This design comes from an exercise in tuning for small area, a short achievable clock period and few clock cycles per item on the open sky130 flow, not from production work.
No run shown here included a check of the RTL's function; only the layout flow was run.

==> flow/design.v (outline; a module is shown in full before it is edited, if it fits) <==
// module lms_core: 4373 lines
// module lms_gp: 11 lines
// module lms_g: 8 lines
// module lms_fa: 10 lines
module lms_core #(
    parameter WIDTH = 16,
    parameter FRAC  = 8
)(
    input wire clk,
    input wire rst,
    input wire start,
    input wire signed [WIDTH-1:0] x_in,
    input wire signed [WIDTH-1:0] d_in,
    output wire signed [WIDTH-1:0] y_out,
    output wire signed [WIDTH-1:0] e_out,
    output reg done
);
  // ...
==> flow/run.sh <==
#!/bin/bash
# synth_recipe.tcl (not shown) runs the flow's synth.tcl, then flattens the netlist and writes it again
# the make line also repeats each setting of config.mk as NAME=value (left out here)
make -C /OpenROAD-flow-scripts/flow DESIGN_CONFIG=/design/flow/config.mk WORK_HOME=/design/flow/orfs CLKGATE_MAP_FILE= SYNTH_SCRIPT=/design/flow/synth_recipe.tcl finish
==> flow/config.mk <==
export PLATFORM = sky130hd
export DESIGN_NAME = lms_core
export DESIGN_NICKNAME = lms_core
export VERILOG_FILES = /design/flow/design.v
export SDC_FILE = /design/flow/constraint.sdc
export NUM_CORES = 4
export LEC_CHECK = 0
export CAP_MARGIN = 20
export CORE_MARGIN = 2
export CORE_UTILIZATION = 55
export CTS_BUF_LIST = sky130_fd_sc_hd__clkbuf_4 sky130_fd_sc_hd__clkbuf_8
export SETUP_SLACK_MARGIN = 2.75
export SLEW_MARGIN = 20
export SYNTH_HIERARCHICAL = 1
export SYNTH_MINIMUM_KEEP_SIZE = 0
export TNS_END_PERCENT = 10
==> flow/constraint.sdc <==
create_clock -name core_clock -period 8.0 [get_ports {clk}]
set_input_delay 1.6000 -clock core_clock [delete_from_list [all_inputs] [get_ports {clk}]]
set_output_delay 1.6000 -clock core_clock [all_outputs]
set_load 0.01 [all_outputs]
==> summary.md, run 1 <==
| Metric | Value |
|---|---|
| Top cell type's share of synthesized area | `20.99%` |
| Maxcap violations | `0` |
| Critical Path, Cell by Cell | `xnor2_1 > fa_1 > fa_1 > fa_1 > fa_1 > fa_1 > fa_1 > fa_1 > fa_1` |
| Fraction of area in registers | `15.98%` |
| WHS Endpoint | `done` |
| Unrepaired setup endpoints after global routing | `true` |
| Slowest CP cell | `dfxtp_2` |
| Cell Area, Placed | `56170 um2` |
| Ys flop type | `dfxtp_1` |
| Worst path most repeated cell | `fa_1` |
| Fin crit period | `5.411 ns` |
| Number of cell rows | `116` |
| Status | `no timing/DRC/antenna violations` |
| Startpoint Class | `flip-flop` |
| Crit path buffers/inverters | `0` |
| Multi-input gate area | `43770 um2` |
| Register area | `9593 um2` |
| R2R depth | `9` |
| CTS resizes | `98` |
| Max-slew headroom | `36.00%` |
| Routability congestion estimate from global placement | `0.9446` |
| Warnings from Yosys | `7` |
| Commonest non-fill, non-tap cell in the layout | `xnor2_1` |
| # port buffers | `67` |
| Total number of vias | `38900` |
| CTS Buf Count | `90` |
| Post-synth EDFFs | `16` |
| Critical path capture point | `acc_b[12]` |
==> run 2: changes to the inputs <==
--- a/flow/design.v
+++ b/flow/design.v
@@ -13,17 +13,16 @@
     output reg done
 );
     reg [15:0] x0, x1, x2, x3, x4, x5, x6, x7;    
     reg [15:0] u0, u1, u2, u3, v0, v1, v2, v3;    
     reg ph1, ph2;                                 
     reg [24:0] acc_a, acc_b;                      
     reg [7:1] sc_r;                               
     wire [7:1] sc_w;
-    reg [15:0] d_r;
     reg [15:0] w_r;                               
     reg [16:0] h_r;                               
     reg [16:0] q_r;                               
     wire [15:0] w_sum;
     wire [16:0] h_sum, q_sum;
     reg eq1_0;
     reg ng1_0;
     reg eq1_1;
@@ -2826,47 +2825,47 @@
     wire xas1687 = xax1584 ^ xag1662;
     wire xas1688 = xax1585 ^ xag1663;
     wire xas1689 = xax1586 ^ xag1664;
     wire xas1690 = xax1587 ^ xag1665;
     wire xas1691 = xax1588 ^ xag1666;
     wire xas1692 = xax1589 ^ xag1667;
     wire xas1693 = xax1590 ^ xag1668;
     assign h_sum = {xas1693, xas1692, xas1691, xas1690, xas1689, xas1688, xas1687, xas1686, xas1685, xas1684, xas1683, xas1682, xas1681, xas1680, xas1679, xas1678, xas1677};
-    wire q_s1694 = 1'b1 ^ d_r[1];
-    wire q_c1694 = 1'b1 & d_r[1];
-    wire q_s1695 = d_r[2] ^ ~h_sum[3];
-    wire q_c1695 = d_r[2] & ~h_sum[3];
-    wire q_s1696 = d_r[3] ^ ~h_sum[4];
-    wire q_c1696 = d_r[3] & ~h_sum[4];
-    wire q_s1697 = d_r[4] ^ ~h_sum[5];
-    wire q_c1697 = d_r[4] & ~h_sum[5];
-    wire q_s1698 = d_r[5] ^ ~h_sum[6];
-    wire q_c1698 = d_r[5] & ~h_sum[6];
-    wire q_s1699 = d_r[6] ^ ~h_sum[7];
-    wire q_c1699 = d_r[6] & ~h_sum[7];
-    wire q_s1700 = d_r[7] ^ ~h_sum[8];
-    wire q_c1700 = d_r[7] & ~h_sum[8];
-    wire q_s1701 = d_r[8] ^ ~h_sum[9];
-    wire q_c1701 = d_r[8] & ~h_sum[9];
-    wire q_s1702 = d_r[9] ^ ~h_sum[10];
-    wire q_c1702 = d_r[9] & ~h_sum[10];
-    wire q_s1703 = d_r[10] ^ ~h_sum[11];
-    wire q_c1703 = d_r[10] & ~h_sum[11];
-    wire q_s1704 = d_r[11] ^ ~h_sum[12];
-    wire q_c1704 = d_r[11] & ~h_sum[12];
-    wire q_s1705 = d_r[12] ^ ~h_sum[13];
-    wire q_c1705 = d_r[12] & ~h_sum[13];
-    wire q_s1706 = d_r[13] ^ ~h_sum[14];
-    wire q_c1706 = d_r[13] & ~h_sum[14];
-    wire q_s1707 = d_r[14] ^ ~h_sum[15];
-    wire q_c1707 = d_r[14] & ~h_sum[15];
-    wire q_s1708 = d_r[15] ^ ~h_sum[16];
-    wire q_c1708 = d_r[15] & ~h_sum[16];
-    wire [16:0] qra = {q_c1707, q_c1706, q_c1705, q_c1704, q_c1703, q_c1702, q_c1701, q_c1700, q_c1699, q_c1698, q_c1697, q_c1696, q_c1695, q_c1694, q_s1694, d_r[0], ~h_sum[0]};
+    wire q_s1694 = 1'b1 ^ d_in[1];
+    wire q_c1694 = 1'b1 & d_in[1];
+    wire q_s1695 = d_in[2] ^ ~h_sum[3];
+    wire q_c1695 = d_in[2] & ~h_sum[3];
+    wire q_s1696 = d_in[3] ^ ~h_sum[4];
+    wire q_c1696 = d_in[3] & ~h_sum[4];
+    wire q_s1697 = d_in[4] ^ ~h_sum[5];
+    wire q_c1697 = d_in[4] & ~h_sum[5];
+    wire q_s1698 = d_in[5] ^ ~h_sum[6];
+    wire q_c1698 = d_in[5] & ~h_sum[6];
+    wire q_s1699 = d_in[6] ^ ~h_sum[7];
+    wire q_c1699 = d_in[6] & ~h_sum[7];
+    wire q_s1700 = d_in[7] ^ ~h_sum[8];
+    wire q_c1700 = d_in[7] & ~h_sum[8];
+    wire q_s1701 = d_in[8] ^ ~h_sum[9];
+    wire q_c1701 = d_in[8] & ~h_sum[9];
+    wire q_s1702 = d_in[9] ^ ~h_sum[10];
+    wire q_c1702 = d_in[9] & ~h_sum[10];
+    wire q_s1703 = d_in[10] ^ ~h_sum[11];
+    wire q_c1703 = d_in[10] & ~h_sum[11];
+    wire q_s1704 = d_in[11] ^ ~h_sum[12];
+    wire q_c1704 = d_in[11] & ~h_sum[12];
+    wire q_s1705 = d_in[12] ^ ~h_sum[13];
+    wire q_c1705 = d_in[12] & ~h_sum[13];
+    wire q_s1706 = d_in[13] ^ ~h_sum[14];
+    wire q_c1706 = d_in[13] & ~h_sum[14];
+    wire q_s1707 = d_in[14] ^ ~h_sum[15];
+    wire q_c1707 = d_in[14] & ~h_sum[15];
+    wire q_s1708 = d_in[15] ^ ~h_sum[16];
+    wire q_c1708 = d_in[15] & ~h_sum[16];
+    wire [16:0] qra = {q_c1707, q_c1706, q_c1705, q_c1704, q_c1703, q_c1702, q_c1701, q_c1700, q_c1699, q_c1698, q_c1697, q_c1696, q_c1695, q_c1694, q_s1694, d_in[0], ~h_sum[0]};
     wire [16:0] qrb = {q_s1708, q_s1707, q_s1706, q_s1705, q_s1704, q_s1703, q_s1702, q_s1701, q_s1700, q_s1699, q_s1698, q_s1697, q_s1696, q_s1695, ~h_sum[2], ~h_sum[1], 1'b0};
     wire qax1709 = qra[0] ^ qrb[0];
     wire qax1710 = qra[1] ^ qrb[1];
     wire qax1711 = qra[2] ^ qrb[2];
     wire qax1712 = qra[3] ^ qrb[3];
     wire qax1713 = qra[4] ^ qrb[4];
     wire qax1714 = qra[5] ^ qrb[5];
     wire qax1715 = qra[6] ^ qrb[6];
@@ -3298,17 +3297,17 @@
     wire ez2002 = (era[11] ^ erb[11]) ~^ (era[10] | erb[10]);
     wire ez2003 = (era[12] ^ erb[12]) ~^ (era[11] | erb[11]);
     wire ez2004 = (era[13] ^ erb[13]) ~^ (era[12] | erb[12]);
     wire ez2005 = (era[14] ^ erb[14]) ~^ (era[13] | erb[13]);
     wire ez2006 = (era[15] ^ erb[15]) ~^ (era[14] | erb[14]);
     wire ez2007 = (era[16] ^ erb[16]) ~^ (era[15] | erb[15]);
     wire e_zero = ez1992 & ez1993 & ez1994 & ez1995 & ez1996 & ez1997 & ez1998 & ez1999 & ez2000 & ez2001 & ez2002 & ez2003 & ez2004 & ez2005 & ez2006 & ez2007;
     assign e_out = {eas1991, eas1990, eas1989, eas1988, eas1987, eas1986, eas1985, eas1984, eas1983, eas1982, eas1981, eas1980, eas1979, eas1978, eas1977, eas1976};
-    wire upd_n = done & e_out[15];
+    wire e_neg = e_out[15];
     wire upd = done & ~e_zero;
     wire [15:0] t0 = {{7{x0[15]}}, x0[15:7]};
     wire [15:0] t1 = {{7{x1[15]}}, x1[15:7]};
     wire [15:0] t2 = {{7{x2[15]}}, x2[15:7]};
     wire [15:0] t3 = {{7{x3[15]}}, x3[15:7]};
     wire [15:0] t4 = {{7{x4[15]}}, x4[15:7]};
     wire [15:0] t5 = {{7{x5[15]}}, x5[15:7]};
     wire [15:0] t6 = {{7{x6[15]}}, x6[15:7]};
@@ -3320,19 +3319,18 @@
     wire [9:0] dv1s = {t2[8], t2[8:0]} - {t3[8], t3[8:0]};
     wire [15:0] du1 = {{6{du1s[9]}}, du1s}, dv1 = {{6{dv1s[9]}}, dv1s};
     wire [9:0] du2s = {t4[8], t4[8:0]} + {t5[8], t5[8:0]};
     wire [9:0] dv2s = {t4[8], t4[8:0]} - {t5[8], t5[8:0]};
     wire [15:0] du2 = {{6{du2s[9]}}, du2s}, dv2 = {{6{dv2s[9]}}, dv2s};
     wire [9:0] du3s = {t6[8], t6[8:0]} + {t7[8], t7[8:0]};
     wire [9:0] dv3s = {t6[8], t6[8:0]} - {t7[8], t7[8:0]};
     wire [15:0] du3 = {{6{du3s[9]}}, du3s}, dv3 = {{6{dv3s[9]}}, dv3s};
-    wire [15:0] m16 = {16{upd_n}};
-    wire [15:0] g16 = {16{upd}};
-    wire [15:0] du0g = (du0 & g16) ^ m16;
+    wire [15:0] m16 = {16{e_neg}};
+    wire [15:0] du0g = du0 ^ m16;
     wire u0ax2009 = u0[0] ^ du0g[0];
     wire u0ax2010 = u0[1] ^ du0g[1];
     wire u0ax2011 = u0[2] ^ du0g[2];
     wire u0ax2012 = u0[3] ^ du0g[3];
     wire u0ax2013 = u0[4] ^ du0g[4];
     wire u0ax2014 = u0[5] ^ du0g[5];
     wire u0ax2015 = u0[6] ^ du0g[6];
     wire u0ax2016 = u0[7] ^ du0g[7];
@@ -3356,17 +3354,17 @@
     wire u0ag2034 = u0[9] & du0g[9];
     wire u0ag2035 = u0[10] & du0g[10];
     wire u0ag2036 = u0[11] & du0g[11];
     wire u0ag2037 = u0[12] & du0g[12];
     wire u0ag2038 = u0[13] & du0g[13];
     wire u0ag2039 = u0[14] & du0g[14];
     wire u0ag2040 = u0[15] & du0g[15];
     wire u0ag2041;
-    lms_g gq2041 (.g1(u0ag2025), .p1(u0ax2009), .g0(upd_n), .g(u0ag2041));
+    lms_g gq2041 (.g1(u0ag2025), .p1(u0ax2009), .g0(e_neg), .g(u0ag2041));
     wire u0ag2042, u0ap2042;
     lms_gp gp2042 (.g1(u0ag2027), .p1(u0ax2011), .g0(u0ag2026), .p0(u0ax2010), .g(u0ag2042), .p(u0ap2042));
     wire u0ag2043, u0ap2043;
     lms_gp gp2043 (.g1(u0ag2029), .p1(u0ax2013), .g0(u0ag2028), .p0(u0ax2012), .g(u0ag2043), .p(u0ap2043));
     wire u0ag2044, u0ap2044;
     lms_gp gp2044 (.g1(u0ag2031), .p1(u0ax2015), .g0(u0ag2030), .p0(u0ax2014), .g(u0ag2044), .p(u0ap2044));
     wire u0ag2045, u0ap2045;
     lms_gp gp2045 (.g1(u0ag2033), .p1(u0ax2017), .g0(u0ag2032), .p0(u0ax2016), .g(u0ag2045), .p(u0ap2045));
@@ -3421,34 +3419,35 @@
     wire u0ag2070;
     lms_g gq2070 (.g1(u0ag2062), .p1(u0ap2062), .g0(u0ag2060), .g(u0ag2070));
     wire u0ag2071;
     lms_g gq2071 (.g1(u0ag2063), .p1(u0ap2063), .g0(u0ag2060), .g(u0ag2071));
     wire u0ag2072;
     lms_g gq2072 (.g1(u0ag2064), .p1(u0ap2064), .g0(u0ag2060), .g(u0ag2072));
     wire u0ag2073;
     lms_g gq2073 (.g1(u0ag2040), .p1(u0ax2024), .g0(u0ag2072), .g(u0ag2073));
-    wire u0as2074 = u0ax2009 ^ upd_n;
+    wire u0as2074 = u0ax2009 ^ e_neg;
     wire u0as2075 = u0ax2010 ^ u0ag2041;
     wire u0as2076 = u0ax2011 ^ u0ag2049;
     wire u0as2077 = u0ax2012 ^ u0ag2050;
     wire u0as2078 = u0ax2013 ^ u0ag2057;
     wire u0as2079 = u0ax2014 ^ u0ag2058;
     wire u0as2080 = u0ax2015 ^ u0ag2059;
     wire u0as2081 = u0ax2016 ^ u0ag2060;
     wire u0as2082 = u0ax2017 ^ u0ag2065;
     wire u0as2083 = u0ax2018 ^ u0ag2066;
     wire u0as2084 = u0ax2019 ^ u0ag2067;
     wire u0as2085 = u0ax2020 ^ u0ag2068;
     wire u0as2086 = u0ax2021 ^ u0ag2069;
     wire u0as2087 = u0ax2022 ^ u0ag2070;
     wire u0as2088 = u0ax2023 ^ u0ag2071;
     wire u0as2089 = u0ax2024 ^ u0ag2072;
-    wire [15:0] u0n = {u0as2089, u0as2088, u0as2087, u0as2086, u0as2085, u0as2084, u0as2083, u0as2082, u0as2081, u0as2080, u0as2079, u0as2078, u0as2077, u0as2076, u0as2075, u0as2074};
-    wire [15:0] du1g = (du1 & g16) ^ m16;
+    wire [15:0] u0s = {u0as2089, u0as2088, u0as2087, u0as2086, u0as2085, u0as2084, u0as2083, u0as2082, u0as2081, u0as2080, u0as2079, u0as2078, u0as2077, u0as2076, u0as2075, u0as2074};
+    wire [15:0] u0n = upd ? u0s : u0;
+    wire [15:0] du1g = du1 ^ m16;
     wire u1ax2090 = u1[0] ^ du1g[0];
     wire u1ax2091 = u1[1] ^ du1g[1];
     wire u1ax2092 = u1[2] ^ du1g[2];
     wire u1ax2093 = u1[3] ^ du1g[3];
     wire u1ax2094 = u1[4] ^ du1g[4];
     wire u1ax2095 = u1[5] ^ du1g[5];
     wire u1ax2096 = u1[6] ^ du1g[6];
     wire u1ax2097 = u1[7] ^ du1g[7];
@@ -3472,17 +3471,17 @@
     wire u1ag2115 = u1[9] & du1g[9];
     wire u1ag2116 = u1[10] & du1g[10];
     wire u1ag2117 = u1[11] & du1g[11];
     wire u1ag2118 = u1[12] & du1g[12];
     wire u1ag2119 = u1[13] & du1g[13];
     wire u1ag2120 = u1[14] & du1g[14];
     wire u1ag2121 = u1[15] & du1g[15];
     wire u1ag2122;
-    lms_g gq2122 (.g1(u1ag2106), .p1(u1ax2090), .g0(upd_n), .g(u1ag2122));
+    lms_g gq2122 (.g1(u1ag2106), .p1(u1ax2090), .g0(e_neg), .g(u1ag2122));
     wire u1ag2123, u1ap2123;
     lms_gp gp2123 (.g1(u1ag2108), .p1(u1ax2092), .g0(u1ag2107), .p0(u1ax2091), .g(u1ag2123), .p(u1ap2123));
     wire u1ag2124, u1ap2124;
     lms_gp gp2124 (.g1(u1ag2110), .p1(u1ax2094), .g0(u1ag2109), .p0(u1ax2093), .g(u1ag2124), .p(u1ap2124));
     wire u1ag2125, u1ap2125;
     lms_gp gp2125 (.g1(u1ag2112), .p1(u1ax2096), .g0(u1ag2111), .p0(u1ax2095), .g(u1ag2125), .p(u1ap2125));
     wire u1ag2126, u1ap2126;
     lms_gp gp2126 (.g1(u1ag2114), .p1(u1ax2098), .g0(u1ag2113), .p0(u1ax2097), .g(u1ag2126), .p(u1ap2126));
@@ -3537,34 +3536,35 @@
     wire u1ag2151;
     lms_g gq2151 (.g1(u1ag2143), .p1(u1ap2143), .g0(u1ag2141), .g(u1ag2151));
     wire u1ag2152;
     lms_g gq2152 (.g1(u1ag2144), .p1(u1ap2144), .g0(u1ag2141), .g(u1ag2152));
     wire u1ag2153;
     lms_g gq2153 (.g1(u1ag2145), .p1(u1ap2145), .g0(u1ag2141), .g(u1ag2153));
     wire u1ag2154;
     lms_g gq2154 (.g1(u1ag2121), .p1(u1ax2105), .g0(u1ag2153), .g(u1ag2154));
-    wire u1as2155 = u1ax2090 ^ upd_n;
+    wire u1as2155 = u1ax2090 ^ e_neg;
     wire u1as2156 = u1ax2091 ^ u1ag2122;
     wire u1as2157 = u1ax2092 ^ u1ag2130;
     wire u1as2158 = u1ax2093 ^ u1ag2131;
     wire u1as2159 = u1ax2094 ^ u1ag2138;
     wire u1as2160 = u1ax2095 ^ u1ag2139;
     wire u1as2161 = u1ax2096 ^ u1ag2140;
     wire u1as2162 = u1ax2097 ^ u1ag2141;
     wire u1as2163 = u1ax2098 ^ u1ag2146;
     wire u1as2164 = u1ax2099 ^ u1ag2147;
     wire u1as2165 = u1ax2100 ^ u1ag2148;
     wire u1as2166 = u1ax2101 ^ u1ag2149;
     wire u1as2167 = u1ax2102 ^ u1ag2150;
     wire u1as2168 = u1ax2103 ^ u1ag2151;
     wire u1as2169 = u1ax2104 ^ u1ag2152;
     wire u1as2170 = u1ax2105 ^ u1ag2153;
-    wire [15:0] u1n = {u1as2170, u1as2169, u1as2168, u1as2167, u1as2166, u1as2165, u1as2164, u1as2163, u1as2162, u1as2161, u1as2160, u1as2159, u1as2158, u1as2157, u1as2156, u1as2155};
-    wire [15:0] du2g = (du2 & g16) ^ m16;
+    wire [15:0] u1s = {u1as2170, u1as2169, u1as2168, u1as2167, u1as2166, u1as2165, u1as2164, u1as2163, u1as2162, u1as2161, u1as2160, u1as2159, u1as2158, u1as2157, u1as2156, u1as2155};
+    wire [15:0] u1n = upd ? u1s : u1;
+    wire [15:0] du2g = du2 ^ m16;
     wire u2ax2171 = u2[0] ^ du2g[0];
     wire u2ax2172 = u2[1] ^ du2g[1];
     wire u2ax2173 = u2[2] ^ du2g[2];
     wire u2ax2174 = u2[3] ^ du2g[3];
     wire u2ax2175 = u2[4] ^ du2g[4];
     wire u2ax2176 = u2[5] ^ du2g[5];
     wire u2ax2177 = u2[6] ^ du2g[6];
     wire u2ax2178 = u2[7] ^ du2g[7];
@@ -3588,17 +3588,17 @@
     wire u2ag2196 = u2[9] & du2g[9];
     wire u2ag2197 = u2[10] & du2g[10];
     wire u2ag2198 = u2[11] & du2g[11];
     wire u2ag2199 = u2[12] & du2g[12];
     wire u2ag2200 = u2[13] & du2g[13];
     wire u2ag2201 = u2[14] & du2g[14];
     wire u2ag2202 = u2[15] & du2g[15];
     wire u2ag2203;
-    lms_g gq2203 (.g1(u2ag2187), .p1(u2ax2171), .g0(upd_n), .g(u2ag2203));
+    lms_g gq2203 (.g1(u2ag2187), .p1(u2ax2171), .g0(e_neg), .g(u2ag2203));
     wire u2ag2204, u2ap2204;
     lms_gp gp2204 (.g1(u2ag2189), .p1(u2ax2173), .g0(u2ag2188), .p0(u2ax2172), .g(u2ag2204), .p(u2ap2204));
     wire u2ag2205, u2ap2205;
     lms_gp gp2205 (.g1(u2ag2191), .p1(u2ax2175), .g0(u2ag2190), .p0(u2ax2174), .g(u2ag2205), .p(u2ap2205));
     wire u2ag2206, u2ap2206;
     lms_gp gp2206 (.g1(u2ag2193), .p1(u2ax2177), .g0(u2ag2192), .p0(u2ax2176), .g(u2ag2206), .p(u2ap2206));
     wire u2ag2207, u2ap2207;
     lms_gp gp2207 (.g1(u2ag2195), .p1(u2ax2179), .g0(u2ag2194), .p0(u2ax2178), .g(u2ag2207), .p(u2ap2207));
@@ -3653,34 +3653,35 @@
     wire u2ag2232;
     lms_g gq2232 (.g1(u2ag2224), .p1(u2ap2224), .g0(u2ag2222), .g(u2ag2232));
     wire u2ag2233;
     lms_g gq2233 (.g1(u2ag2225), .p1(u2ap2225), .g0(u2ag2222), .g(u2ag2233));
     wire u2ag2234;
     lms_g gq2234 (.g1(u2ag2226), .p1(u2ap2226), .g0(u2ag2222), .g(u2ag2234));
     wire u2ag2235;
     lms_g gq2235 (.g1(u2ag2202), .p1(u2ax2186), .g0(u2ag2234), .g(u2ag2235));
-    wire u2as2236 = u2ax2171 ^ upd_n;
+    wire u2as2236 = u2ax2171 ^ e_neg;
     wire u2as2237 = u2ax2172 ^ u2ag2203;
     wire u2as2238 = u2ax2173 ^ u2ag2211;
     wire u2as2239 = u2ax2174 ^ u2ag2212;
     wire u2as2240 = u2ax2175 ^ u2ag2219;
     wire u2as2241 = u2ax2176 ^ u2ag2220;
     wire u2as2242 = u2ax2177 ^ u2ag2221;
     wire u2as2243 = u2ax2178 ^ u2ag2222;
     wire u2as2244 = u2ax2179 ^ u2ag2227;
     wire u2as2245 = u2ax2180 ^ u2ag2228;
     wire u2as2246 = u2ax2181 ^ u2ag2229;
     wire u2as2247 = u2ax2182 ^ u2ag2230;
     wire u2as2248 = u2ax2183 ^ u2ag2231;
     wire u2as2249 = u2ax2184 ^ u2ag2232;
     wire u2as2250 = u2ax2185 ^ u2ag2233;
     wire u2as2251 = u2ax2186 ^ u2ag2234;
-    wire [15:0] u2n = {u2as2251, u2as2250, u2as2249, u2as2248, u2as2247, u2as2246, u2as2245, u2as2244, u2as2243, u2as2242, u2as2241, u2as2240, u2as2239, u2as2238, u2as2237, u2as2236};
-    wire [15:0] du3g = (du3 & g16) ^ m16;
+    wire [15:0] u2s = {u2as2251, u2as2250, u2as2249, u2as2248, u2as2247, u2as2246, u2as2245, u2as2244, u2as2243, u2as2242, u2as2241, u2as2240, u2as2239, u2as2238, u2as2237, u2as2236};
+    wire [15:0] u2n = upd ? u2s : u2;
+    wire [15:0] du3g = du3 ^ m16;
     wire u3ax2252 = u3[0] ^ du3g[0];
     wire u3ax2253 = u3[1] ^ du3g[1];
     wire u3ax2254 = u3[2] ^ du3g[2];
     wire u3ax2255 = u3[3] ^ du3g[3];
     wire u3ax2256 = u3[4] ^ du3g[4];
     wire u3ax2257 = u3[5] ^ du3g[5];
     wire u3ax2258 = u3[6] ^ du3g[6];
     wire u3ax2259 = u3[7] ^ du3g[7];
@@ -3704,17 +3705,17 @@
     wire u3ag2277 = u3[9] & du3g[9];
     wire u3ag2278 = u3[10] & du3g[10];
     wire u3ag2279 = u3[11] & du3g[11];
     wire u3ag2280 = u3[12] & du3g[12];
     wire u3ag2281 = u3[13] & du3g[13];
     wire u3ag2282 = u3[14] & du3g[14];
     wire u3ag2283 = u3[15] & du3g[15];
     wire u3ag2284;
-    lms_g gq2284 (.g1(u3ag2268), .p1(u3ax2252), .g0(upd_n), .g(u3ag2284));
+    lms_g gq2284 (.g1(u3ag2268), .p1(u3ax2252), .g0(e_neg), .g(u3ag2284));
     wire u3ag2285, u3ap2285;
     lms_gp gp2285 (.g1(u3ag2270), .p1(u3ax2254), .g0(u3ag2269), .p0(u3ax2253), .g(u3ag2285), .p(u3ap2285));
     wire u3ag2286, u3ap2286;
     lms_gp gp2286 (.g1(u3ag2272), .p1(u3ax2256), .g0(u3ag2271), .p0(u3ax2255), .g(u3ag2286), .p(u3ap2286));
     wire u3ag2287, u3ap2287;
     lms_gp gp2287 (.g1(u3ag2274), .p1(u3ax2258), .g0(u3ag2273), .p0(u3ax2257), .g(u3ag2287), .p(u3ap2287));
     wire u3ag2288, u3ap2288;
     lms_gp gp2288 (.g1(u3ag2276), .p1(u3ax2260), .g0(u3ag2275), .p0(u3ax2259), .g(u3ag2288), .p(u3ap2288));
@@ -3769,34 +3770,35 @@
     wire u3ag2313;
     lms_g gq2313 (.g1(u3ag2305), .p1(u3ap2305), .g0(u3ag2303), .g(u3ag2313));
     wire u3ag2314;
     lms_g gq2314 (.g1(u3ag2306), .p1(u3ap2306), .g0(u3ag2303), .g(u3ag2314));
     wire u3ag2315;
     lms_g gq2315 (.g1(u3ag2307), .p1(u3ap2307), .g0(u3ag2303), .g(u3ag2315));
     wire u3ag2316;
     lms_g gq2316 (.g1(u3ag2283), .p1(u3ax2267), .g0(u3ag2315), .g(u3ag2316));
-    wire u3as2317 = u3ax2252 ^ upd_n;
+    wire u3as2317 = u3ax2252 ^ e_neg;
     wire u3as2318 = u3ax2253 ^ u3ag2284;
     wire u3as2319 = u3ax2254 ^ u3ag2292;
     wire u3as2320 = u3ax2255 ^ u3ag2293;
     wire u3as2321 = u3ax2256 ^ u3ag2300;
     wire u3as2322 = u3ax2257 ^ u3ag2301;
     wire u3as2323 = u3ax2258 ^ u3ag2302;
     wire u3as2324 = u3ax2259 ^ u3ag2303;
     wire u3as2325 = u3ax2260 ^ u3ag2308;
     wire u3as2326 = u3ax2261 ^ u3ag2309;
     wire u3as2327 = u3ax2262 ^ u3ag2310;
     wire u3as2328 = u3ax2263 ^ u3ag2311;
     wire u3as2329 = u3ax2264 ^ u3ag2312;
     wire u3as2330 = u3ax2265 ^ u3ag2313;
     wire u3as2331 = u3ax2266 ^ u3ag2314;
     wire u3as2332 = u3ax2267 ^ u3ag2315;
-    wire [15:0] u3n = {u3as2332, u3as2331, u3as2330, u3as2329, u3as2328, u3as2327, u3as2326, u3as2325, u3as2324, u3as2323, u3as2322, u3as2321, u3as2320, u3as2319, u3as2318, u3as2317};
-    wire [15:0] dv0g = (dv0 & g16) ^ m16;
+    wire [15:0] u3s = {u3as2332, u3as2331, u3as2330, u3as2329, u3as2328, u3as2327, u3as2326, u3as2325, u3as2324, u3as2323, u3as2322, u3as2321, u3as2320, u3as2319, u3as2318, u3as2317};
+    wire [15:0] u3n = upd ? u3s : u3;
+    wire [15:0] dv0g = dv0 ^ m16;
     wire v0ax2333 = v0[0] ^ dv0g[0];
     wire v0ax2334 = v0[1] ^ dv0g[1];
     wire v0ax2335 = v0[2] ^ dv0g[2];
     wire v0ax2336 = v0[3] ^ dv0g[3];
     wire v0ax2337 = v0[4] ^ dv0g[4];
     wire v0ax2338 = v0[5] ^ dv0g[5];
     wire v0ax2339 = v0[6] ^ dv0g[6];
     wire v0ax2340 = v0[7] ^ dv0g[7];
@@ -3820,17 +3822,17 @@
     wire v0ag2358 = v0[9] & dv0g[9];
     wire v0ag2359 = v0[10] & dv0g[10];
     wire v0ag2360 = v0[11] & dv0g[11];
     wire v0ag2361 = v0[12] & dv0g[12];
     wire v0ag2362 = v0[13] & dv0g[13];
     wire v0ag2363 = v0[14] & dv0g[14];
     wire v0ag2364 = v0[15] & dv0g[15];
     wire v0ag2365;
-    lms_g gq2365 (.g1(v0ag2349), .p1(v0ax2333), .g0(upd_n), .g(v0ag2365));
+    lms_g gq2365 (.g1(v0ag2349), .p1(v0ax2333), .g0(e_neg), .g(v0ag2365));
     wire v0ag2366, v0ap2366;
     lms_gp gp2366 (.g1(v0ag2351), .p1(v0ax2335), .g0(v0ag2350), .p0(v0ax2334), .g(v0ag2366), .p(v0ap2366));
     wire v0ag2367, v0ap2367;
     lms_gp gp2367 (.g1(v0ag2353), .p1(v0ax2337), .g0(v0ag2352), .p0(v0ax2336), .g(v0ag2367), .p(v0ap2367));
     wire v0ag2368, v0ap2368;
     lms_gp gp2368 (.g1(v0ag2355), .p1(v0ax2339), .g0(v0ag2354), .p0(v0ax2338), .g(v0ag2368), .p(v0ap2368));
     wire v0ag2369, v0ap2369;
     lms_gp gp2369 (.g1(v0ag2357), .p1(v0ax2341), .g0(v0ag2356), .p0(v0ax2340), .g(v0ag2369), .p(v0ap2369));
@@ -3885,34 +3887,35 @@
     wire v0ag2394;
     lms_g gq2394 (.g1(v0ag2386), .p1(v0ap2386), .g0(v0ag2384), .g(v0ag2394));
     wire v0ag2395;
     lms_g gq2395 (.g1(v0ag2387), .p1(v0ap2387), .g0(v0ag2384), .g(v0ag2395));
     wire v0ag2396;
     lms_g gq2396 (.g1(v0ag2388), .p1(v0ap2388), .g0(v0ag2384), .g(v0ag2396));
     wire v0ag2397;
     lms_g gq2397 (.g1(v0ag2364), .p1(v0ax2348), .g0(v0ag2396), .g(v0ag2397));
-    wire v0as2398 = v0ax2333 ^ upd_n;
+    wire v0as2398 = v0ax2333 ^ e_neg;
     wire v0as2399 = v0ax2334 ^ v0ag2365;
     wire v0as2400 = v0ax2335 ^ v0ag2373;
     wire v0as2401 = v0ax2336 ^ v0ag2374;
     wire v0as2402 = v0ax2337 ^ v0ag2381;
     wire v0as2403 = v0ax2338 ^ v0ag2382;
     wire v0as2404 = v0ax2339 ^ v0ag2383;
     wire v0as2405 = v0ax2340 ^ v0ag2384;
     wire v0as2406 = v0ax2341 ^ v0ag2389;
     wire v0as2407 = v0ax2342 ^ v0ag2390;
     wire v0as2408 = v0ax2343 ^ v0ag2391;
     wire v0as2409 = v0ax2344 ^ v0ag2392;
     wire v0as2410 = v0ax2345 ^ v0ag2393;
     wire v0as2411 = v0ax2346 ^ v0ag2394;
     wire v0as2412 = v0ax2347 ^ v0ag2395;
     wire v0as2413 = v0ax2348 ^ v0ag2396;
-    wire [15:0] v0n = {v0as2413, v0as2412, v0as2411, v0as2410, v0as2409, v0as2408, v0as2407, v0as2406, v0as2405, v0as2404, v0as2403, v0as2402, v0as2401, v0as2400, v0as2399, v0as2398};
-    wire [15:0] dv1g = (dv1 & g16) ^ m16;
+    wire [15:0] v0s = {v0as2413, v0as2412, v0as2411, v0as2410, v0as2409, v0as2408, v0as2407, v0as2406, v0as2405, v0as2404, v0as2403, v0as2402, v0as2401, v0as2400, v0as2399, v0as2398};
+    wire [15:0] v0n = upd ? v0s : v0;
+    wire [15:0] dv1g = dv1 ^ m16;
     wire v1ax2414 = v1[0] ^ dv1g[0];
     wire v1ax2415 = v1[1] ^ dv1g[1];
     wire v1ax2416 = v1[2] ^ dv1g[2];
     wire v1ax2417 = v1[3] ^ dv1g[3];
     wire v1ax2418 = v1[4] ^ dv1g[4];
     wire v1ax2419 = v1[5] ^ dv1g[5];
     wire v1ax2420 = v1[6] ^ dv1g[6];
     wire v1ax2421 = v1[7] ^ dv1g[7];
@@ -3936,17 +3939,17 @@
     wire v1ag2439 = v1[9] & dv1g[9];
     wire v1ag2440 = v1[10] & dv1g[10];
     wire v1ag2441 = v1[11] & dv1g[11];
     wire v1ag2442 = v1[12] & dv1g[12];
     wire v1ag2443 = v1[13] & dv1g[13];
     wire v1ag2444 = v1[14] & dv1g[14];
     wire v1ag2445 = v1[15] & dv1g[15];
     wire v1ag2446;
-    lms_g gq2446 (.g1(v1ag2430), .p1(v1ax2414), .g0(upd_n), .g(v1ag2446));
+    lms_g gq2446 (.g1(v1ag2430), .p1(v1ax2414), .g0(e_neg), .g(v1ag2446));
     wire v1ag2447, v1ap2447;
     lms_gp gp2447 (.g1(v1ag2432), .p1(v1ax2416), .g0(v1ag2431), .p0(v1ax2415), .g(v1ag2447), .p(v1ap2447));
     wire v1ag2448, v1ap2448;
     lms_gp gp2448 (.g1(v1ag2434), .p1(v1ax2418), .g0(v1ag2433), .p0(v1ax2417), .g(v1ag2448), .p(v1ap2448));
     wire v1ag2449, v1ap2449;
     lms_gp gp2449 (.g1(v1ag2436), .p1(v1ax2420), .g0(v1ag2435), .p0(v1ax2419), .g(v1ag2449), .p(v1ap2449));
     wire v1ag2450, v1ap2450;
     lms_gp gp2450 (.g1(v1ag2438), .p1(v1ax2422), .g0(v1ag2437), .p0(v1ax2421), .g(v1ag2450), .p(v1ap2450));
@@ -4001,34 +4004,35 @@
     wire v1ag2475;
     lms_g gq2475 (.g1(v1ag2467), .p1(v1ap2467), .g0(v1ag2465), .g(v1ag2475));
     wire v1ag2476;
     lms_g gq2476 (.g1(v1ag2468), .p1(v1ap2468), .g0(v1ag2465), .g(v1ag2476));
     wire v1ag2477;
     lms_g gq2477 (.g1(v1ag2469), .p1(v1ap2469), .g0(v1ag2465), .g(v1ag2477));
     wire v1ag2478;
     lms_g gq2478 (.g1(v1ag2445), .p1(v1ax2429), .g0(v1ag2477), .g(v1ag2478));
-    wire v1as2479 = v1ax2414 ^ upd_n;
+    wire v1as2479 = v1ax2414 ^ e_neg;
     wire v1as2480 = v1ax2415 ^ v1ag2446;
     wire v1as2481 = v1ax2416 ^ v1ag2454;
     wire v1as2482 = v1ax2417 ^ v1ag2455;
     wire v1as2483 = v1ax2418 ^ v1ag2462;
     wire v1as2484 = v1ax2419 ^ v1ag2463;
     wire v1as2485 = v1ax2420 ^ v1ag2464;
     wire v1as2486 = v1ax2421 ^ v1ag2465;
     wire v1as2487 = v1ax2422 ^ v1ag2470;
     wire v1as2488 = v1ax2423 ^ v1ag2471;
     wire v1as2489 = v1ax2424 ^ v1ag2472;
     wire v1as2490 = v1ax2425 ^ v1ag2473;
     wire v1as2491 = v1ax2426 ^ v1ag2474;
     wire v1as2492 = v1ax2427 ^ v1ag2475;
     wire v1as2493 = v1ax2428 ^ v1ag2476;
     wire v1as2494 = v1ax2429 ^ v1ag2477;
-    wire [15:0] v1n = {v1as2494, v1as2493, v1as2492, v1as2491, v1as2490, v1as2489, v1as2488, v1as2487, v1as2486, v1as2485, v1as2484, v1as2483, v1as2482, v1as2481, v1as2480, v1as2479};
-    wire [15:0] dv2g = (dv2 & g16) ^ m16;
+    wire [15:0] v1s = {v1as2494, v1as2493, v1as2492, v1as2491, v1as2490, v1as2489, v1as2488, v1as2487, v1as2486, v1as2485, v1as2484, v1as2483, v1as2482, v1as2481, v1as2480, v1as2479};
+    wire [15:0] v1n = upd ? v1s : v1;
+    wire [15:0] dv2g = dv2 ^ m16;
     wire v2ax2495 = v2[0] ^ dv2g[0];
     wire v2ax2496 = v2[1] ^ dv2g[1];
     wire v2ax2497 = v2[2] ^ dv2g[2];
     wire v2ax2498 = v2[3] ^ dv2g[3];
     wire v2ax2499 = v2[4] ^ dv2g[4];
     wire v2ax2500 = v2[5] ^ dv2g[5];
     wire v2ax2501 = v2[6] ^ dv2g[6];
     wire v2ax2502 = v2[7] ^ dv2g[7];
@@ -4052,17 +4056,17 @@
     wire v2ag2520 = v2[9] & dv2g[9];
     wire v2ag2521 = v2[10] & dv2g[10];
     wire v2ag2522 = v2[11] & dv2g[11];
     wire v2ag2523 = v2[12] & dv2g[12];
     wire v2ag2524 = v2[13] & dv2g[13];
     wire v2ag2525 = v2[14] & dv2g[14];
     wire v2ag2526 = v2[15] & dv2g[15];
     wire v2ag2527;
-    lms_g gq2527 (.g1(v2ag2511), .p1(v2ax2495), .g0(upd_n), .g(v2ag2527));
+    lms_g gq2527 (.g1(v2ag2511), .p1(v2ax2495), .g0(e_neg), .g(v2ag2527));
     wire v2ag2528, v2ap2528;
     lms_gp gp2528 (.g1(v2ag2513), .p1(v2ax2497), .g0(v2ag2512), .p0(v2ax2496), .g(v2ag2528), .p(v2ap2528));
     wire v2ag2529, v2ap2529;
     lms_gp gp2529 (.g1(v2ag2515), .p1(v2ax2499), .g0(v2ag2514), .p0(v2ax2498), .g(v2ag2529), .p(v2ap2529));
     wire v2ag2530, v2ap2530;
     lms_gp gp2530 (.g1(v2ag2517), .p1(v2ax2501), .g0(v2ag2516), .p0(v2ax2500), .g(v2ag2530), .p(v2ap2530));
     wire v2ag2531, v2ap2531;
     lms_gp gp2531 (.g1(v2ag2519), .p1(v2ax2503), .g0(v2ag2518), .p0(v2ax2502), .g(v2ag2531), .p(v2ap2531));
@@ -4117,34 +4121,35 @@
     wire v2ag2556;
     lms_g gq2556 (.g1(v2ag2548), .p1(v2ap2548), .g0(v2ag2546), .g(v2ag2556));
     wire v2ag2557;
     lms_g gq2557 (.g1(v2ag2549), .p1(v2ap2549), .g0(v2ag2546), .g(v2ag2557));
     wire v2ag2558;
     lms_g gq2558 (.g1(v2ag2550), .p1(v2ap2550), .g0(v2ag2546), .g(v2ag2558));
     wire v2ag2559;
     lms_g gq2559 (.g1(v2ag2526), .p1(v2ax2510), .g0(v2ag2558), .g(v2ag2559));
-    wire v2as2560 = v2ax2495 ^ upd_n;
+    wire v2as2560 = v2ax2495 ^ e_neg;
     wire v2as2561 = v2ax2496 ^ v2ag2527;
     wire v2as2562 = v2ax2497 ^ v2ag2535;
     wire v2as2563 = v2ax2498 ^ v2ag2536;
     wire v2as2564 = v2ax2499 ^ v2ag2543;
     wire v2as2565 = v2ax2500 ^ v2ag2544;
     wire v2as2566 = v2ax2501 ^ v2ag2545;
     wire v2as2567 = v2ax2502 ^ v2ag2546;
     wire v2as2568 = v2ax2503 ^ v2ag2551;
     wire v2as2569 = v2ax2504 ^ v2ag2552;
     wire v2as2570 = v2ax2505 ^ v2ag2553;
     wire v2as2571 = v2ax2506 ^ v2ag2554;
     wire v2as2572 = v2ax2507 ^ v2ag2555;
     wire v2as2573 = v2ax2508 ^ v2ag2556;
     wire v2as2574 = v2ax2509 ^ v2ag2557;
     wire v2as2575 = v2ax2510 ^ v2ag2558;
-    wire [15:0] v2n = {v2as2575, v2as2574, v2as2573, v2as2572, v2as2571, v2as2570, v2as2569, v2as2568, v2as2567, v2as2566, v2as2565, v2as2564, v2as2563, v2as2562, v2as2561, v2as2560};
-    wire [15:0] dv3g = (dv3 & g16) ^ m16;
+    wire [15:0] v2s = {v2as2575, v2as2574, v2as2573, v2as2572, v2as2571, v2as2570, v2as2569, v2as2568, v2as2567, v2as2566, v2as2565, v2as2564, v2as2563, v2as2562, v2as2561, v2as2560};
+    wire [15:0] v2n = upd ? v2s : v2;
+    wire [15:0] dv3g = dv3 ^ m16;
     wire v3ax2576 = v3[0] ^ dv3g[0];
     wire v3ax2577 = v3[1] ^ dv3g[1];
     wire v3ax2578 = v3[2] ^ dv3g[2];
     wire v3ax2579 = v3[3] ^ dv3g[3];
     wire v3ax2580 = v3[4] ^ dv3g[4];
     wire v3ax2581 = v3[5] ^ dv3g[5];
     wire v3ax2582 = v3[6] ^ dv3g[6];
     wire v3ax2583 = v3[7] ^ dv3g[7];
@@ -4168,17 +4173,17 @@
     wire v3ag2601 = v3[9] & dv3g[9];
     wire v3ag2602 = v3[10] & dv3g[10];
     wire v3ag2603 = v3[11] & dv3g[11];
     wire v3ag2604 = v3[12] & dv3g[12];
     wire v3ag2605 = v3[13] & dv3g[13];
     wire v3ag2606 = v3[14] & dv3g[14];
     wire v3ag2607 = v3[15] & dv3g[15];
     wire v3ag2608;
-    lms_g gq2608 (.g1(v3ag2592), .p1(v3ax2576), .g0(upd_n), .g(v3ag2608));
+    lms_g gq2608 (.g1(v3ag2592), .p1(v3ax2576), .g0(e_neg), .g(v3ag2608));
     wire v3ag2609, v3ap2609;
     lms_gp gp2609 (.g1(v3ag2594), .p1(v3ax2578), .g0(v3ag2593), .p0(v3ax2577), .g(v3ag2609), .p(v3ap2609));
     wire v3ag2610, v3ap2610;
     lms_gp gp2610 (.g1(v3ag2596), .p1(v3ax2580), .g0(v3ag2595), .p0(v3ax2579), .g(v3ag2610), .p(v3ap2610));
     wire v3ag2611, v3ap2611;
     lms_gp gp2611 (.g1(v3ag2598), .p1(v3ax2582), .g0(v3ag2597), .p0(v3ax2581), .g(v3ag2611), .p(v3ap2611));
     wire v3ag2612, v3ap2612;
     lms_gp gp2612 (.g1(v3ag2600), .p1(v3ax2584), .g0(v3ag2599), .p0(v3ax2583), .g(v3ag2612), .p(v3ap2612));
@@ -4233,33 +4238,34 @@
     wire v3ag2637;
     lms_g gq2637 (.g1(v3ag2629), .p1(v3ap2629), .g0(v3ag2627), .g(v3ag2637));
     wire v3ag2638;
     lms_g gq2638 (.g1(v3ag2630), .p1(v3ap2630), .g0(v3ag2627), .g(v3ag2638));
     wire v3ag2639;
     lms_g gq2639 (.g1(v3ag2631), .p1(v3ap2631), .g0(v3ag2627), .g(v3ag2639));
     wire v3ag2640;
     lms_g gq2640 (.g1(v3ag2607), .p1(v3ax2591), .g0(v3ag2639), .g(v3ag2640));
-    wire v3as2641 = v3ax2576 ^ upd_n;
+    wire v3as2641 = v3ax2576 ^ e_neg;
     wire v3as2642 = v3ax2577 ^ v3ag2608;
     wire v3as2643 = v3ax2578 ^ v3ag2616;
     wire v3as2644 = v3ax2579 ^ v3ag2617;
     wire v3as2645 = v3ax2580 ^ v3ag2624;
     wire v3as2646 = v3ax2581 ^ v3ag2625;
     wire v3as2647 = v3ax2582 ^ v3ag2626;
     wire v3as2648 = v3ax2583 ^ v3ag2627;
     wire v3as2649 = v3ax2584 ^ v3ag2632;
     wire v3as2650 = v3ax2585 ^ v3ag2633;
     wire v3as2651 = v3ax2586 ^ v3ag2634;
     wire v3as2652 = v3ax2587 ^ v3ag2635;
     wire v3as2653 = v3ax2588 ^ v3ag2636;
     wire v3as2654 = v3ax2589 ^ v3ag2637;
     wire v3as2655 = v3ax2590 ^ v3ag2638;
     wire v3as2656 = v3ax2591 ^ v3ag2639;
-    wire [15:0] v3n = {v3as2656, v3as2655, v3as2654, v3as2653, v3as2652, v3as2651, v3as2650, v3as2649, v3as2648, v3as2647, v3as2646, v3as2645, v3as2644, v3as2643, v3as2642, v3as2641};
+    wire [15:0] v3s = {v3as2656, v3as2655, v3as2654, v3as2653, v3as2652, v3as2651, v3as2650, v3as2649, v3as2648, v3as2647, v3as2646, v3as2645, v3as2644, v3as2643, v3as2642, v3as2641};
+    wire [15:0] v3n = upd ? v3s : v3;
     always @(posedge clk) begin
         if (rst) begin
             x0 <= 16'd0; x1 <= 16'd0; x2 <= 16'd0; x3 <= 16'd0;
             x4 <= 16'd0; x5 <= 16'd0; x6 <= 16'd0; x7 <= 16'd0;
             u0 <= 16'd0; u1 <= 16'd0; u2 <= 16'd0; u3 <= 16'd0;
             v0 <= 16'd0; v1 <= 16'd0; v2 <= 16'd0; v3 <= 16'd0;
             ph1 <= 1'b0; ph2 <= 1'b0; done <= 1'b0;
         end else begin
@@ -4270,17 +4276,16 @@
                 x7 <= x6; x6 <= x5; x5 <= x4; x4 <= x3;
                 x3 <= x2; x2 <= x1; x1 <= x0; x0 <= x_in;
             end
             u0 <= u0n; u1 <= u1n; u2 <= u2n; u3 <= u3n;
             v0 <= v0n; v1 <= v1n; v2 <= v2n; v3 <= v3n;
         end
     end
     always @(posedge clk) begin
-        if (start) d_r <= d_in;
         acc_a <= treea;
         acc_b <= treeb;
         w_r <= w_sum;
         sc_r <= sc_w;
         h_r <= h_sum;
         q_r <= q_sum;
         eq1_0 <= ph1 ? eqB1_0 : eqA1_0;
         ng1_0 <= ph1 ? ngB1_0 : ngA1_0;
==> flow/config.mk (replaced) <==
export PLATFORM = sky130hd
export DESIGN_NAME = lms_core
export DESIGN_NICKNAME = lms_core
export VERILOG_FILES = /design/flow/design.v
export SDC_FILE = /design/flow/constraint.sdc
export NUM_CORES = 4
export LEC_CHECK = 0
export CAP_MARGIN = 20
export CORE_MARGIN = 2
export CORE_UTILIZATION = 40
export SETUP_SLACK_MARGIN = 2.75
export SLEW_MARGIN = 20
export SYNTH_HIERARCHICAL = 1
export SYNTH_MINIMUM_KEEP_SIZE = 0
==> run 2 against run 1 <==
Effect of this change: routed wire length rose by 4.4%; fmax rose by 0.63%; worst setup slack improved by 0.034 ns; hold slack improved by 0.064 ns; non-clock buffer count rose by 76; clock skew rose by 0.012 ns; flip-flop and latch count fell by 16; clock-buffer cell count fell by 74; core utilization fell by 15 points; die area rose by 37%; still clean on timing, DRC and antenna; final area rose by 1.9%.
==> summary.md, run 2 <==
| Metric | Value |
|---|---|
| F_max | `0.1860 GHz (was 0.1848 GHz)` |
| Commonest non-fill, non-tap cells in the layout | `xnor2_1, mux2i_1, fa_1 (unchanged)` |
| Leading area contributor after synthesis | `fa_1 (unchanged)` |
| CTS Buf Count | `54 (was 90)` |
| Maxcap violations | `0 (unchanged)` |
| Seq/Total Area, Yosys | `16.28% (was 17.10%)` |
| TritonCTS clock tree | `built (unchanged)` |
| WL final | `188.3 mm (was 180.4 mm)` |
| Least-Margin Pin Slew | `1.069 ns (was 0.9599 ns)` |
| Worst hold path startpoint | `v0[9] (was ph2)` |
| Crit Reg-Reg Startpoint | `v2[4] (was ng4_2)` |
| Count leader, synth | `xnor2_1 (unchanged)` |
| Number of cell rows | `135 (was 116)` |
| Gr usage total | `26.44% (was 35.05%)` |
| Post-synth EDFFs | `0 (was 16)` |
| Largest registers | `acc_a x25, acc_b x24 (unchanged)` |
| Final period util | `67.22% (was 67.64%)` |
| First-pass GRT wire length | `274.0 mm (was 263.3 mm)` |
| Largest net degree at the start of global routing | `220 (was 107)` |
| Post-DR vias/cell | `5.566 (was 5.748)` |
| Cell Area, Synth | `54840 um2 (was 55030 um2)` |
| Total global routing overflow | `0 (unchanged)` |
| Setup ws final | `2.622 ns (was 2.589 ns)` |
| Reg2Reg Setup Slack | `2.62 ns (was 2.59 ns)` |
| Warnings from Yosys | `7 (unchanged)` |
| Crit path DAT | `5.91 ns (was 6.03 ns)` |
| Max-slew headroom | `28.72% (was 36.00%)` |
| Area Overhead vs Synth | `11.51% (was 9.078%)` |
| Die Footprint | `140100 um2 (was 102600 um2)` |
| Critical path class | `reg2reg (unchanged)` |
| Worst-path clk slew | `0.06 ns (about the same)` |
| Hold-fix buffers at CTS | `0 (unchanged)` |
| # IOs | `68 (unchanged)` |
| TNS Setup | `0 ns (unchanged)` |
| Synth Register Bits | `446 (was 462)` |
| R2R depth | `14 (was 9)` |
| Worst EP required | `8.53 ns (was 8.62 ns)` |
| Routed Antenna Nets | `0 (unchanged)` |
| Nets | `6512 (was 6501)` |
| Synth top cells by count | `xnor2_1, mux2i_1, fa_1, a21o_1, ha_1 (unchanged)` |
| Syn Area/Cell | `10.04 um2 (was 10.02 um2)` |
| Total number of vias | `40230 (was 38900)` |
| Count of cell types in the netlist | `57 (was 66)` |
| Async set or reset register ratio after synthesis | `0% (unchanged)` |
| Initial DRC Count | `3368 (was 3046)` |
| Reg2reg end | `acc_b[17] (was acc_b[12])` |
| H-tree depth | `2 (was 3)` |
| # port buffers | `67 (unchanged)` |
| Startpoint Class | `flip-flop (unchanged)` |
| CTS Sinks | `446 (was 462)` |
| Die H | `374.3 um (was 320.3 um)` |
| Max FFs per register | `25 (unchanged)` |
| Commonest non-fill, non-tap cell in the layout | `xnor2_1 (unchanged)` |
| Area contributors post-synth | `fa_1, dfxtp_1, mux2i_1 (unchanged)` |
| Initial Util | `40.38% (was 55.19%)` |
| DRC Markers | `0 (unchanged)` |
| Final setup vio count | `0 (unchanged)` |
| Horiz. Die Dim | `374.3 um (was 320.3 um)` |
| Vias in the first global route | `40680 (was 39660)` |
| Final Hold Viols | `0 (unchanged)` |
| WHS Endpoint | `v0[9] (was done)` |
| Final HPWL DP | `144.9 mm (was 144.1 mm)` |
| Routability congestion estimate from global placement | `0.9421 (was 0.9446)` |
| Clk Tree Root Cell | `clkbuf_16 (was clkbuf_8)` |
| Worst Skew | `0.04977 ns (was 0.03806 ns)` |
| Core ar. | `135800 um2 (was 99710 um2)` |
| Top cell type's share of synthesized area | `21.06% (was 20.99%)` |
| WL/cell | `26.05 um (was 26.65 um)` |
| Top reg by flops | `acc_a (unchanged)` |
| CP endpoint kind | `flip-flop (unchanged)` |
| Status | `no timing/DRC/antenna violations (unchanged)` |
| Worst-skew pair later-pin latency | `0.70 ns (was 0.77 ns)` |
| Slew Viols, Final | `0 (unchanged)` |
| Layout cells sized above 1 | `12.82% (was 11.27%)` |
| Synthesized instance count | `5463 (was 5492)` |
| Unrepaired setup endpoints after global routing | `true (unchanged)` |
| Pre-antenna DRT Iters | `6 (unchanged)` |
| Min-delay worst type | `reg2reg (unchanged)` |
| Initial antenna violation count | `3 (was 7)` |
| Longest Clk Path Bufs | `3 (unchanged)` |
| Fin crit period | `5.378 ns (was 5.411 ns)` |
| Worst Hold Depth | `2 (was 1)` |
| Pre-CTS WS | `2.284 ns (was 1.743 ns)` |
| Ys flop type | `dfxtp_1 (unchanged)` |
| Critical path peak fanout | `10 (was 16)` |
[run 2: kinds of logic after synthesis]
family,synth area share [%]
other cells,0.01369
xor+xnor,14.42
fa+ha+maj,32.43
buf+inv,4.623
mux,12.56
simple gates,8.766
flops,16.28
compound gates,10.91
[run 2: critical path: stages, from the launching register on]
cell and delay, ns:
dfxtp_1 0.81, mux2i_1 0.22, xnor2_1 0.20, fa_1 0.49, fa_1 0.58, or2_2 0.34, a21o_1 0.16, a21o_1 0.17
a21o_1 0.22, a21o_1 0.23, nand2_2 0.09, fa_1 0.44, fa_2 0.36, fa_2 0.53, fa_1 0.40
[run 2: area by class of cell]
cell class | instances | area, um2
antenna | 4 | 10.01
clock buffer | 62 | 1431
clock inverter | 36 | 455.4
fill | 12820 | 74660
inverter | 255 | 968.4
multi-input combinational | 4382 | 44320
sequential | 446 | 9150
tap | 1781 | 2228
timing repair buffer | 263 | 2586
[run 2: per-stage QoR]
stage,instances,area [um2],hold slack (ns),util [%]
finish,7229,61150,0.5023,45.03
global route,7225,61140,0.5157,45.02
CTS,7167,59890,0.5029,44.10
detailed placement,7019,56920,0.4947,41.91
global placement,7019,56920,0.4892,41.91
floorplan,5464,54880,0.4138,-
[run 2: what timing repair did]
action	4_1_cts	5_1_grt
resized for setup	167	162
setup endpoints to repair	93	40
pin swaps	18	54
cloned	6	1
setup buffers	44	57
[run 2: Yosys stat by module, one instance, submodules excluded]
module | flops+latches | cell area [um2] | cells
lms_g | 0 | 7.507 | 1
lms_fa | 0 | 20.02 | 1
lms_core | 446 | 38110 | 4105
lms_gp | 0 | 13.76 | 2
[run 2: worst max-delay path by stage]
stage / start / to / slack (ns) / cells after the start
4_1_cts: acc_b[11] / e_out[15] / 2.63 / 12
3_5_place_dp: acc_a[1] / v2[15] / 2.28 / 21
5_1_grt: eq1_0 / acc_b[14] / 2.56 / 13
6_report: v2[4] / acc_b[17] / 2.62 / 14
2_1_floorplan: ng1_1 / acc_b[17] / 2.71 / 16
3_3_place_gp: acc_a[1] / u3[15] / 2.33 / 21
[run 2: routing by layer]
metal,track usage [%],share of wire [%],vias up
met2,41.21,43,1659
met1,36.33,44,20140
met3,5.218,8.7,425
li1,-,-,18010
met5,0,0,-
met4,9.365,4.4,0

==> re-timing with driven ports <==
The results above use ideal ports. As a check the final layouts listed here were re-extracted and re-timed, cells and wires unchanged.
Step 1: set_driving_cell puts a clkbuf_16 on clk and a buf_2 on each other input, an assumption about the parent block.
Step 2 times the ports against the registers' clock, not the clock port: input delays grow and output delays shrink by t, the midpoint of the rising clock arrivals with the driver on.
Slacks: ideal / step 1 / step 2; pairs: ideal / step 1.
| run | shift t [ns] | setup WS [ns] | worst setup path after step 2 | cell pins on the clock port's net |
|---|---|---|---|---|
| run 1 | 0.824 | 2.589 / 2.589 / 2.589 | register to register | 1 |
| run 2 | 0.749 | 2.622 / 2.622 / 2.622 | register to register | 1 |
After both steps every run listed still meets setup and hold.
